Background: an optimization exercise with open tools, aiming at a short achievable clock period and few clock cycles. Do not read the settings as production practice.
Where RTL was checked, it was by simulation tests only, not by an equivalence proof against the original.
No functional check of the RTL was part of run 1.
Power is estimated from default activity; no workload was simulated.

<file path="flow/config.mk">
export PLATFORM = sky130hd
export DESIGN_NAME = pipline
export DESIGN_NICKNAME = pipline
export VERILOG_FILES = /design/flow/design.v
export SDC_FILE = /design/flow/constraint.sdc
export NUM_CORES = 4
export LEC_CHECK = 0
export ABC_CLOCK_PERIOD_IN_PS = 2000
export CAP_MARGIN = 20
export CORE_MARGIN = 2
export CORE_UTILIZATION = 40
export PLACE_DENSITY = 0.6
export SETUP_SLACK_MARGIN = 5
export SLEW_MARGIN = 20
export TNS_END_PERCENT = 100
</file>
<file path="flow/run.sh">
#!/bin/bash
# synth_recipe.tcl (not shown) runs the flow's synth.tcl, then flattens the netlist and writes it again
# the make line also repeats each setting of config.mk as NAME=value (left out here)
make -C /OpenROAD-flow-scripts/flow DESIGN_CONFIG=/design/flow/config.mk WORK_HOME=/design/flow/orfs CLKGATE_MAP_FILE= SYNTH_SCRIPT=/design/flow/synth_recipe.tcl finish
</file>
<file path="flow/design.v">
module pipline(
    input clk,
    input reset,
    output [31:0] imem_addr,
    input  [31:0] imem_data,
    output [31:0] dmem_addr,
    output [31:0] dmem_wdata,
    output        dmem_we,
    input  [31:0] dmem_rdata
);
    reg  [31:0] pc;
    reg         d_valid;
    reg  [31:0] d_ir;
    reg  [31:0] d_pc;
    reg         second;           
    reg         d_fhit;           
    reg         d_fp;             
    reg  [31:0] d_fpc;            
    reg         e_valid;
    reg  [31:0] e_a, e_b, e_bop, e_pc4, e_target, e_alt;
    reg         e_op_or, e_op_add, e_op_sub, e_op_cmp, e_op_link;
    reg         e_regwr, e_load, e_store;
    reg  [3:0]  e_dst;
    reg         e_bz, e_bgz, e_blz, e_jr, e_j;
    reg         e_pred_taken;     
    reg         e_ras_ok;         
    reg  [31:0] e_ras_pc;
    reg  [9:0]  e_pcidx;          
    reg         m_regwr, m_load, m_we;
    reg  [3:0]  m_dst;
    reg  [31:0] m_res, m_wdata;
    reg         w_regwr;
    reg  [3:0]  w_dst;
    reg  [31:0] w_data;
    reg  [31:0] rf [1:14];
    assign imem_addr  = pc;
    assign dmem_addr  = m_res;
    assign dmem_wdata = m_wdata;
    assign dmem_we    = m_we;
    wire [5:0]  op  = d_ir[31:26];
    wire [3:0]  rd  = d_ir[25:22];
    wire [3:0]  rs  = d_ir[21:18];
    wire [3:0]  rt  = d_ir[17:14];
    wire [13:0] imm = d_ir[13:0];
    wire op_or   = op == 6'd0;
    wire op_add  = op == 6'd1;
    wire op_sub  = op == 6'd2;
    wire op_cmp  = op == 6'd3;
    wire op_ori  = op == 6'd4;
    wire op_addi = op == 6'd5;
    wire op_lw   = op == 6'd6;
    wire op_sw   = op == 6'd7;
    wire op_ldw  = op == 6'd8 && !rd[0];
    wire op_sdw  = op == 6'd9 && !rd[0];
    wire op_bz   = op == 6'd10;
    wire op_bgz  = op == 6'd11;
    wire op_blz  = op == 6'd12;
    wire op_jr   = op == 6'd13;
    wire op_j    = op == 6'd14;
    wire op_cll  = op == 6'd15;
    wire is_rtype = op_or | op_add | op_sub | op_cmp;
    wire is_cond  = op_bz | op_bgz | op_blz;
    wire is_dw    = op_ldw | op_sdw;
    wire is_ctrl  = is_cond | op_jr | op_j | op_cll;
    wire use_a = is_rtype | op_ori | op_addi | op_lw | op_sw | op_ldw | op_sdw | is_cond | op_jr;
    wire use_b = is_rtype | op_sw | op_sdw | is_cond;
    wire [3:0] rb = (op_sw | op_sdw) ? {rd[3:1], rd[0] | second} : rt;
    wire       regwr = is_rtype | op_ori | op_addi | op_lw | op_ldw | op_cll;
    wire [3:0] dst   = op_cll ? 4'd14 : {rd[3:1], rd[0] | (op_ldw & second)};
    wire [31:0] sext  = {{18{imm[13]}}, imm};
    wire [31:0] imm_x = op_ori ? {18'd0, imm} : (second ? sext + 32'd1 : sext);
    wire [31:0] d_pc4    = d_pc + 32'd4;
    wire [31:0] d_target = d_pc + {sext[29:0], 2'b00};
    wire [31:0] e_result;
    wire [31:0] m_value = m_load ? dmem_rdata : m_res;
    wire a_e = e_valid && e_regwr && e_dst == rs;
    wire a_m = m_regwr && m_dst == rs;
    wire a_w = w_regwr && w_dst == rs;
    wire b_e = e_valid && e_regwr && e_dst == rb;
    wire b_m = m_regwr && m_dst == rb;
    wire b_w = w_regwr && w_dst == rb;
    wire [31:0] rf_a = (rs == 4'd0 || rs == 4'd15) ? 32'd0 : rf[rs];
    wire [31:0] rf_b = (rb == 4'd0 || rb == 4'd15) ? 32'd0 : rf[rb];
    wire a_z = rs == 4'd0;
    wire b_z = rb == 4'd0;
    wire [31:0] opa = a_z ? 32'd0 : a_e ? e_result : a_m ? m_value : a_w ? w_data : rf_a;
    wire [31:0] opb = b_z ? 32'd0 : b_e ? e_result : b_m ? m_value : b_w ? w_data : rf_b;
    wire load_use = e_valid && e_load && (
                        (use_a && !a_z && rs == e_dst) ||
                        (use_b && !b_z && rb == e_dst));
    reg  [31:0] ras [0:3];
    reg  [1:0]  ras_sp;           
    reg  [2:0]  ras_cnt;
    wire [31:0] ras_top = ras[ras_sp];
    wire        e_mis;
    wire [31:0] e_redirect;
    wire dw_first = is_dw && !second;
    wire d_stall  = d_valid && (load_use || dw_first);
    wire d_go     = d_valid && !load_use;
    wire pred_cond  = is_cond && (d_fhit ? d_fp : imm[13]);
    wire ras_hit    = op_jr && !d_fp && ras_cnt != 3'd0;
    wire need_tgt   = ((op_j || op_cll) && !d_fp) || (is_cond && !d_fhit && imm[13]);
    wire d_redirect = d_go && !dw_first && (need_tgt || ras_hit || (!is_ctrl && d_fp));
    wire [31:0] d_redirect_pc = ras_hit ? ras_top : is_ctrl ? d_target : d_pc4;
    reg  [15:0] btb_v;
    reg  [5:0]  btb_tag [0:15];
    reg  [29:0] btb_tgt [0:15];
    reg         btb_tk  [0:15];
    reg         btb_jr  [0:15];
    wire [3:0]  f_idx  = pc[5:2];
    wire        f_hit  = btb_v[f_idx] && btb_tag[f_idx] == pc[11:6] && pc[31:12] == 20'd0;
    wire        f_jr   = btb_jr[f_idx];
    wire        f_pred = f_hit && btb_tk[f_idx] && (!f_jr || ras_cnt != 3'd0);
    wire [31:0] f_pc   = f_jr ? ras_top : {btb_tgt[f_idx], 2'b00};
    wire        e_btb_we = e_valid && (e_bz || e_bgz || e_blz || e_jr || e_j);
    wire        e_taken;
    always @(posedge clk or posedge reset) begin
        if (reset)
            btb_v <= 16'd0;
        else if (e_btb_we)
            btb_v[e_pcidx[3:0]] <= 1'b1;
    end
    always @(posedge clk) begin
        if (e_btb_we) begin
            btb_tag[e_pcidx[3:0]] <= e_pcidx[9:4];
            btb_tgt[e_pcidx[3:0]] <= e_target[31:2];
            btb_tk[e_pcidx[3:0]]  <= e_taken;
            btb_jr[e_pcidx[3:0]]  <= e_jr;
        end
    end
    wire [31:0] f_next = d_stall ? pc : d_redirect ? d_redirect_pc : f_pred ? f_pc : pc + 32'd4;
    always @(posedge clk or posedge reset) begin
        if (reset) begin
            pc      <= 32'd0;
            d_valid <= 1'b0;
        end else begin
            pc      <= e_mis ? e_redirect : f_next;
            d_valid <= !e_mis && (d_stall ? d_valid : !d_redirect);
        end
    end
    always @(posedge clk or posedge reset) begin
        if (reset) begin
            d_ir    <= 32'd0;
            d_pc    <= 32'd0;
            d_fhit  <= 1'b0;
            d_fp    <= 1'b0;
            d_fpc   <= 32'd0;
        end else if (!d_stall) begin
            d_ir    <= imem_data;
            d_pc    <= pc;
            d_fhit  <= f_hit;
            d_fp    <= f_pred;
            d_fpc   <= f_pc;
        end
    end
    always @(posedge clk or posedge reset) begin
        if (reset)
            second <= 1'b0;
        else if (e_mis)
            second <= 1'b0;
        else if (d_go && is_dw)
            second <= !second;
    end
    always @(posedge clk or posedge reset) begin
        if (reset) begin
            ras_sp  <= 2'd0;
            ras_cnt <= 3'd0;
        end else if (e_valid && e_op_link) begin
            ras_sp  <= ras_sp + 2'd1;
            if (ras_cnt != 3'd4) ras_cnt <= ras_cnt + 3'd1;
        end else if (e_valid && e_jr && ras_cnt != 3'd0) begin
            ras_sp  <= ras_sp - 2'd1;
            ras_cnt <= ras_cnt - 3'd1;
        end
    end
    always @(posedge clk) begin
        if (e_valid && e_op_link)
            ras[ras_sp + 2'd1] <= e_pc4;
    end
    always @(posedge clk or posedge reset) begin
        if (reset)
            e_valid <= 1'b0;
        else
            e_valid <= d_go && !e_mis;
    end
    always @(posedge clk) begin
        e_a       <= opa;
        e_b       <= opb;
        e_bop     <= (is_rtype || is_cond) ? opb : imm_x;
        e_pc4     <= d_pc4;
        e_target  <= d_target;
        e_alt     <= pred_cond ? d_pc4 : d_target;
        e_op_or   <= op_or | op_ori;
        e_op_add  <= op_add | op_addi | op_lw | op_sw | op_ldw | op_sdw;
        e_op_sub  <= op_sub;
        e_op_cmp  <= op_cmp;
        e_op_link <= op_cll;
        e_regwr   <= regwr;
        e_load    <= op_lw | op_ldw;
        e_store   <= op_sw | op_sdw;
        e_dst     <= dst;
        e_bz      <= op_bz;
        e_bgz     <= op_bgz;
        e_blz     <= op_blz;
        e_jr      <= op_jr;
        e_j       <= op_j | op_cll;
        e_pred_taken <= pred_cond;
        e_ras_ok  <= ras_hit || (op_jr && d_fp);
        e_ras_pc  <= d_fp ? d_fpc : ras_top;
        e_pcidx   <= d_pc[11:2];
    end
    wire [31:0] sum  = e_a + e_bop;
    wire [31:0] diff = e_a - e_b;
    wire        eq   = e_a == e_b;
    wire        ltu  = e_a < e_b;
    wire        lts  = $signed(e_a) < $signed(e_b);
    wire        gts  = $signed(e_a) > $signed(e_b);
    wire [31:0] cmpv = eq ? 32'd0 : ltu ? 32'hFFFFFFFF : 32'd1;
    assign e_result = ({32{e_op_or}}   & (e_a | e_bop)) |
                      ({32{e_op_add}}  & sum) |
                      ({32{e_op_sub}}  & diff) |
                      ({32{e_op_cmp}}  & cmpv) |
                      ({32{e_op_link}} & e_pc4);
    wire taken    = (e_bz & eq) | (e_bgz & gts) | (e_blz & lts);
    assign e_taken = taken | e_jr | e_j;
    wire cond_mis = (e_bz | e_bgz | e_blz) & (taken ^ e_pred_taken);
    wire jr_mis   = e_jr & !(e_ras_ok && e_a == e_ras_pc);
    assign e_mis      = e_valid && (cond_mis || jr_mis);
    assign e_redirect = e_jr ? e_a : e_alt;
    always @(posedge clk or posedge reset) begin
        if (reset) begin
            m_regwr <= 1'b0;
            m_load  <= 1'b0;
            m_we    <= 1'b0;
        end else begin
            m_regwr <= e_valid && e_regwr && e_dst != 4'd0 && e_dst != 4'd15;
            m_load  <= e_valid && e_load;
            m_we    <= e_valid && e_store;
        end
    end
    always @(posedge clk) begin
        m_dst   <= e_dst;
        m_res   <= e_result;
        m_wdata <= e_b;
    end
    always @(posedge clk or posedge reset) begin
        if (reset)
            w_regwr <= 1'b0;
        else
            w_regwr <= m_regwr;
    end
    always @(posedge clk) begin
        w_dst  <= m_dst;
        w_data <= m_value;
    end
    always @(posedge clk) begin
        if (w_regwr)
            rf[w_dst] <= w_data;
    end
endmodule
</file>
<file path="flow/constraint.sdc">
create_clock -name core_clock -period 9.2 [get_ports {clk}]
set_input_delay 1.8400 -clock core_clock [delete_from_list [all_inputs] [get_ports {clk}]]
set_output_delay 1.8400 -clock core_clock [all_outputs]
set_load 0.01 [all_outputs]
</file>
==> impl_results.md, run 1 <==
- Status: complete, no violations
- Post-synthesis sequential area ratio: 60.4%
- CTS Sinks: 1695
- Max_slew headroom: 14.1%
- Core Rows: 161
- Drt initial violations: 7273
- Worst Path Max Fanout: 44
- Crit path launch type: flop
- Max Clk Rate: 239 MHz
- Crit path kind: flop to flop
- Routed via count: 54498
- WL final: 267 mm
- Clk buf depth: 3
- CTS HTree Levels: 4
- Hold path depth: 0
- Die Ht: 443 µm
- Post-Syn Area: 77100 µm²
- Placer Congestion: 0.933
- Vias in the first global route: 52097
- Yosys warns: 1
- Register bit total from synthesis: 1695
- Clk_skew: 67.7 ps
- Syn Inst Count: 6147
- Placed inst area: 81500 µm²
- WL per Instance: 29.9 µm
- IO Port Bufs: 162
- Fillers: 16948
- Arr. time, crit path: 4870 ps
- Cell variety after synth: 103
- Worst Tran Pin Value: 1280 ps
- Final Hold Fails: 0
- Global route total overflow: 0
- Routed vias/inst: 6.09
- Initial Util: 40.1%
- R2R depth: 9
- Slew Limit Fails: 0
- Final setup viols: 0
- Post-layout min period: 4190 ps
- First-pass GRT wire length: 380 mm
- Core Area: 192000 µm²
- Top FF cell, synth: edfxtp_1
- Max-Cap Viols: 0
- RSZ-0062 raised after global routing: false
- Crit path from: d_ir[20]
- Leakage: 0.0322 µW
- Skew-Pair Late Insertion Delay: 870 ps
- CTS tree: built
- Die ar.: 196000 µm²
- Largest net degree at the start of global routing: 141
- # IOs: 163
- Tot GR Track Use: 26.6%
- Die width: 443 µm
- Post-route DRC violation count: 0
- Fraction of layout cells with a size suffix above 1: 14.1%
- Drt pass-1 iters: 8
- Post-synth ARST share: 9.32%
- Clock Root Buffer: clkbuf_16
- CP endpoint kind: flop
- Hold_sp: e_b[29]
- Post-DP HPWL: 170 mm
- Req. time, crit path: 9880 ps
- Post-Route Setup TNS: 0 ps
- CTS buffer count: 178
- Pwr Density: 285 nW/µm²
- Nets@finish: 6458
- Synth Net Count: 6353
- Worst min-delay path class: flop to flop
- Initial antenna violation count: 20
- Worst vdd ir: 0.227 mV
- Post-route cell area: 88700 µm²
- Area Growth Syn to Fin: 15.1%
- Reg clk slew, reported paths: 60 ps
- Syn_area_per_cell: 12.5 µm²
- Post-synth EDFFs: 1184
- Final Cycle Share: 45.5%
- Post-route ant nets: 0
- FF-to-FF Start: d_ir[20]
-- cell usage after synthesis, types with 43 or more instances --
cell,n,area share (%)
edfxtp_1,1184,46
nand2_1,907,4.4
nor2_1,379,1.8
dfxtp_1,353,9.2
mux4_2,274,8.0
a21oi_1,268,1.7
o21ai_0,228,1.5
clkbuf_1,198,0.96
nand3_1,197,1.3
inv_1,191,0.93
mux2i_1,179,2.3
dfrtp_1,158,5.1
buf_2,136,0.88
ha_1,136,2.2
a211oi_1,121,1.2
xnor2_1,114,1.3
xor2_1,82,0.93
nor3_1,77,0.50
a31oi_1,74,0.60
a21o_1,67,0.65
a311oi_1,55,0.62
mux2_2,51,0.75
o211ai_1,44,0.43
a221oi_1,43,0.49
nand4_1,43,0.35
-- final cells by class --
class	count	area, µm²	area share (%)
Multi-Input combinational cell	3870	28700	32.3
Antenna cell	8	20.0	0.0226
Clock buffer	249	5130	5.78
Timing Repair Buffer	313	3240	3.65
Sequential cell	1695	46600	52.6
Tap cell	2526	3160	3.56
Clock inverter	87	1140	1.28
Inverter	194	734	0.828
-- logic make-up (layout without fill, tap and decap cells) --
kind of cell	count (synthesis)	in the layout	share of synthesized area, %
other cells	0	8	0
fa+ha+maj	140	140	2.31
simple gates	1833	1833	10.4
xor+xnor	196	196	2.23
compound gates	1192	1196	10.3
mux	505	505	11.1
buf+inv	586	843	3.22
flops	1695	1695	60.4
-- sequential cells by signal, indices dropped and copies added (netlist names), 30 cells and up --
| name | cells |
|---|---|
| btb_tag | 96 |
| btb_tgt | 480 |
| d_fpc | 32 |
| d_ir | 32 |
| d_pc | 32 |
| e_a | 32 |
| e_alt | 32 |
| e_b | 32 |
| e_bop | 32 |
| e_pc4 | 30 |
| e_ras_pc | 32 |
| e_target | 30 |
| m_res | 32 |
| m_wdata | 32 |
| pc | 32 |
| ras | 128 |
| rf | 448 |
| w_data | 32 |
-- report_power, final --
| part | switching (µW) | total (µW) | leakage, µW | internal, µW |
|---|---|---|---|---|
| combinational | 4230 | 6970 | 0.0135 | 2740 |
| clock | 3210 | 7570 | 0.00304 | 4370 |
| sequential | 1320 | 10800 | 0.0156 | 9450 |
| total | 8750 | 25300 | 0.0322 | 16600 |
-- timing repair --
action,in CTS,in global routing
resized for setup,61,22
buffers inserted,16,6
hold buffers,0,0
endpoints found under the setup margin,120,83
cloned,11,2
pin swaps,5,2
-- path summary, 6_finish.rpt --
check / endpoint / slack [ps]
worst max-delay path: e_a[26] / 5010
worst min-delay path: m_wdata[29] / 350
worst max register to register: e_a[26] / 5010
worst min register to register: m_wdata[29] / 350
max in group asynchronous: ras_sp[0] / 6440
min in group asynchronous: d_ir[24] / 1390
-- through the flow --
| stage | hold slack, ps | worst slack [ps] | std cells | util [%] | total power [µW] |
|---|---|---|---|---|---|
| final | 352 | 5010 | 8942 | 46.2 | 25300 |
| after global routing | 361 | 5010 | 8935 | 46.2 | 26200 |
| after CTS | 354 | 5000 | 8926 | 46.1 | 25200 |
| after detailed placement | 340 | 4140 | 8563 | 42.5 | 17500 |
| after global placement | 338 | 4140 | 8563 | 42.5 | 17500 |
| after floorplan | 331 | 5360 | 6147 | - | 14500 |
-- cells in the final DEF (no fill, tap or decap), types with 161 or more instances in the layout --
cell type and instances:
dfxtp_1 349, edfxtp_1 1184, o21ai_0 225, clkdlybuf4s50_1 161, mux2i_1 178, inv_1 189
nor2_1 352, nand2_1 907, clkbuf_16 185, a21oi_1 266, mux4_2 274, nand3_1 196
-- worst max-delay path: stages, from the launching register on --
cell and delay [ps]:
dfrtp_4 730, buf_4 590, xnor2_1 190, nand3_1 100
nor3_2 110, buf_4 530, nor2_4 190, buf_4 320
a221oi_1 1070, o31ai_1 150
-- metal layers --
| metal | share of wire (%) | global-route usage, % |
|---|---|---|
| met5 | 0.019 | 0 |
| met4 | 5.7 | 13.3 |
| met3 | 9.4 | 4.74 |
| met2 | 45 | 40.8 |
| met1 | 40 | 36.4 |
==> run 2, diff against run 1 <==
--- a/flow/design.v
+++ b/flow/design.v
@@ -52,9 +52,10 @@
     wire op_sw   = op == 6'd7;
     wire op_ldw  = op == 6'd8 && !rd[0];
     wire op_sdw  = op == 6'd9 && !rd[0];
-    wire op_bz   = op == 6'd10;
-    wire op_bgz  = op == 6'd11;
-    wire op_blz  = op == 6'd12;
+    wire br_far  = imm != 14'd1;
+    wire op_bz   = op == 6'd10 && br_far;
+    wire op_bgz  = op == 6'd11 && br_far;
+    wire op_blz  = op == 6'd12 && br_far;
     wire op_jr   = op == 6'd13;
     wire op_j    = op == 6'd14;
     wire op_cll  = op == 6'd15;
==> flow/flow/run.sh (new file) <==
#!/bin/bash
# Standard ORFS layout (the standard.sh) with a larger setup margin for
# timing repair, so the resizer keeps optimising below the design's period.
# The design, constraints and clock period are the design's, unchanged.
set -euo pipefail
MARGIN=$(cat flow/margin.txt)
bash standard.sh SETUP_SLACK_MARGIN=$MARGIN TNS_END_PERCENT=100 finish > flow_make.log 2>&1
==> flow/flow/margin.txt (new file) <==
6.2
==> flow/standard.sh (new file) <==
#!/bin/bash
# synth_recipe.tcl (not shown) runs the flow's synth.tcl, then flattens the netlist and writes it again
# the make line also repeats each setting of config.mk as NAME=value (left out here)
make -C /OpenROAD-flow-scripts/flow DESIGN_CONFIG=/design/flow/config.mk WORK_HOME=/design/flow/orfs CLKGATE_MAP_FILE= SYNTH_SCRIPT=/design/flow/synth_recipe.tcl "${@:-finish}"
removed: flow/run.sh
==> run 2 against run 1 <==
Effect of this change: critical endpoint is now e_bop[3]; sequential cell count did not move; global-route usage rose by 1.5 points; via count rose by 5.3%; clock power fell by 2.6%; highest routed layer unchanged; critical path type unchanged; wire length rose by 7.1%; largest power group unchanged; combinational power rose by 28%.
==> impl_results.md, run 2 <==
- IO Port Bufs: 162
- Commonest non-fill, non-tap cells in the layout: 1184 x edfxtp_1, 845 x nand2_1, 318 x nor2_1
- Yosys top cell area share: 46.1%
- Drt pass-1 iters: 6
- CP endpoint kind: flop
- Cell with the most instances after synthesis: edfxtp_1
- Pwr Density: 278 nW/µm²
- Crit path launch type: flop
- Sequential share of power: 39.9%
- Post-route DRC violation count: 0
- Core Rows: 161
- Clk pwr share: 27.3%
- Post-layout min period: 3700 ps
- Skew-Pair Late Insertion Delay: 850 ps
- Post-Syn Area: 77100 µm²
- Switching part of the total: 34.4%
- Post-synth ARST share: 9.32%
- Placed inst area: 81900 µm²
- Worst min-delay path class: flop to flop
- Tot GR Track Use: 28.1%
- Comb pwr share: 32.9%
- Placer Congestion: 0.904
- Worst Tran Pin Value: 1130 ps
- Worst vdd ir: 0.215 mV
- Internal: 17700 µW
- Syn_area_per_cell: 12.7 µm²
- Crit path kind: flop to flop
- Fillers: 16031
- Multi-input gate area: 31900 µm²
- CTS Sinks: 1695
- Max_slew headroom: 24.7%
- Initial antenna violation count: 15
- Clock Root Buffer: clkbuf_16
- Final Cycle Share: 40.2%
- Max-Cap Viols: 0
- Vias in the first global route: 55063
- Post-Route Setup TNS: 0 ps
- Slew Limit Fails: 0
- Leading cell type in the layout, fill and taps excluded: edfxtp_1
- Yosys warns: 1
- Post-DP HPWL: 160 mm
- Core Area: 192000 µm²
- Syn Inst Count: 6064
- Leakage: 0.0358 µW
- Nets@finish: 6763
- Clk_skew: 28.8 ps
- Synth top area cells: edfxtp_1 46%, dfxtp_1 9.2%, mux4_2 8.2%
- Req. time, crit path: 9930 ps
- Initial Util: 40.1%
- Worst Path Max Fanout: 6
- CTS HTree Levels: 4
- # IOs: 163
- Switching power: 9310 µW
- Post-route ant nets: 0
- Post-synthesis sequential area ratio: 60.4%
- Die width: 443 µm
- Largest net degree at the start of global routing: 73
- Die ar.: 196000 µm²
- Top FF cell, synth: edfxtp_1
- Max Clk Rate: 270 MHz
- Post-synth top cells: 1184 x edfxtp_1, 885 x nand2_1, 401 x nor2_1
- Register bit total from synthesis: 1695
- Reg clk slew, reported paths: 60 ps
- Fraction of layout cells with a size suffix above 1: 29.3%
- RSZ-0062 raised after global routing: true
- Drt initial violations: 7708
- Final Hold Fails: 0
- Cell variety after synth: 93
- Yosys top cell by area: edfxtp_1
- WL final: 286 mm
- Synth Net Count: 6271
- # hold bufs at CTS: 0
- Global route total overflow: 0
- CTS tree: built
- WL per Instance: 31.0 µm
- Final setup viols: 0
- Register area: 46900 µm²
- Routed via count: 57368
- Arr. time, crit path: 4440 ps
- Status: complete, no violations
- Area Growth Syn to Fin: 26.0%
- CTS buffer count: 172
- Hold Worst Slack: 343 ps
- Die Ht: 443 µm
- Routed vias/inst: 6.21
- Post-route cell area: 97100 µm²
- Post-synth EDFFs: 1184
- Clk buf depth: 3
- First-pass GRT wire length: 400 mm
- Max FFs per register: 480
-- run 2: cell count changes after synthesis, sizes merged, moves of 17 or more --
cell,delta
buf,-80
clkbuf,+68
a211oi,-20
a21oi,-36
nand2,-23
mux2i,+44
mux2,+18
nor2b,-17
nor2,+20
o21ai,-71
o22ai,-20
-- run 2: worst paths after layout --
path	slack, ps	to	start	cells after the start
worst max-delay path	5500	e_bop[3]	d_ir[28]	15
worst min-delay path	340	m_wdata[22]	e_b[22]	0
worst max register to register	5500	e_bop[3]	d_ir[28]	15
worst min register to register	340	m_wdata[22]	e_b[22]	0
max in group asynchronous	6380	d_ir[19]	reset	3
min in group asynchronous	1590	d_pc[30]	reset	2
-- run 2: kinds of logic (layout without fill, tap and decap cells) --
group                      Yosys count  after routing  share of synthesized area, %
and+or+nand+nor                   1803           1807                          10.2
AOI/OAI and AO/OA                 1088           1093                          9.74
muxes                              572            572                          12.1
adders and majority gates          141            141                          2.33
xor gates and xnor gates           196            196                          2.23
other                                0              2                             0
buffers and inverters              569           1203                          2.92
DFF                               1695           1695                          60.4
-- run 2: stage by stage --
step / cells / utilization, % / worst slack [ps] / total power (µW)
2_1_floorplan: 6064 / - / 5360 / 14900
3_3_place_gp: 8485 / 42.7 / 4460 / 17700
3_5_place_dp: 8485 / 42.7 / 4470 / 17700
4_1_cts: 9128 / 49.4 / 5540 / 26600
5_1_grt: 9234 / 50.6 / 5470 / 27900
6_report: 9235 / 50.6 / 5500 / 27000
-- run 2: repair_timing --
| item | CTS | global route |
|---|---|---|
| resized for setup | 1302 | 324 |
| setup buffers | 271 | 87 |
| endpoints found under the setup margin | 550 | 412 |
| hold endpoints to repair | 0 | 0 |
| pin swaps | 157 | 147 |
| gates cloned | 47 | 18 |
-- run 2: area by class of cell --
| cell class | instances | area share (%) |
|---|---|---|
| Sequential cell | 1695 | 48.3 |
| Multi-Input combinational cell | 3809 | 32.9 |
| Timing Repair Buffer | 689 | 8.61 |
| Clock buffer | 235 | 5.17 |
| Tap cell | 2526 | 3.25 |
| Clock inverter | 90 | 1.00 |
| Inverter | 189 | 0.755 |
| Antenna cell | 2 | 0.00515 |
-- run 2: routing by layer --
metal	up-vias	track usage (%)	share of wire, %
met3	837	5.77	10
met1	29195	37.7	39
li1	23825	-	-
met5	-	0	0.018
met4	10	15.3	6.4
met2	3501	42.8	44
-- run 2: power by group through the flow --
stage | sequential (µW) | clock, µW | combinational, µW
finish | 10800 | 7370 | 8890
global route | 10900 | 7730 | 9290
CTS | 10700 | 7420 | 8410
detailed placement | 11000 | 0 | 6710
global placement | 11000 | 0 | 6700
floorplan | 10300 | 0 | 4650
-- run 2: critical path: stages (launching register included) --
cell and delay [ps]:
dfrtp_2 460, or4b_4 610, a211oi_4 300, buf_6 140, a21oi_4 30, clkbuf_16 170
xnor2_4 140, or4_4 460, buf_6 150, nand3_4 110, buf_12 140, buf_16 160
nor2_4 50, a2111oi_4 310, nor4_2 90, mux2_4 290
Testbench counts of run 2, summed over its fixed seeds: cycles 60,274.

afterwards: timing with drivers on the ports:
No port has a modelled driver above. Below, the same layouts with a new extraction and two added sets of constraints. Step 1: set_driving_cell puts a clkbuf_16 on clk and a buf_2 on each other input, an assumption about the parent block. Step 2 times the ports against the registers' clock, not the clock port: input delays grow and output delays shrink by t, the midpoint of the rising clock arrivals with the driver on. Three values: ideal ports, drivers, drivers and shift; two values: the first two.
| run | shift t [ns] | setup slack, ns | worst setup path after step 2 | pins driven straight from the clock port |
|---|---|---|---|---|
| run 1 | 0.911 | 5.010 / 4.980 / 5.010 | register to register | 1 |
| run 2 | 0.924 | 5.498 / 5.498 / 5.330 | input to register | 1 |
After both steps setup and hold are still met in every run listed. The setup slack of run 2, which loses most, moves by 0.000 ns with the drivers and by -0.168 ns with both steps.
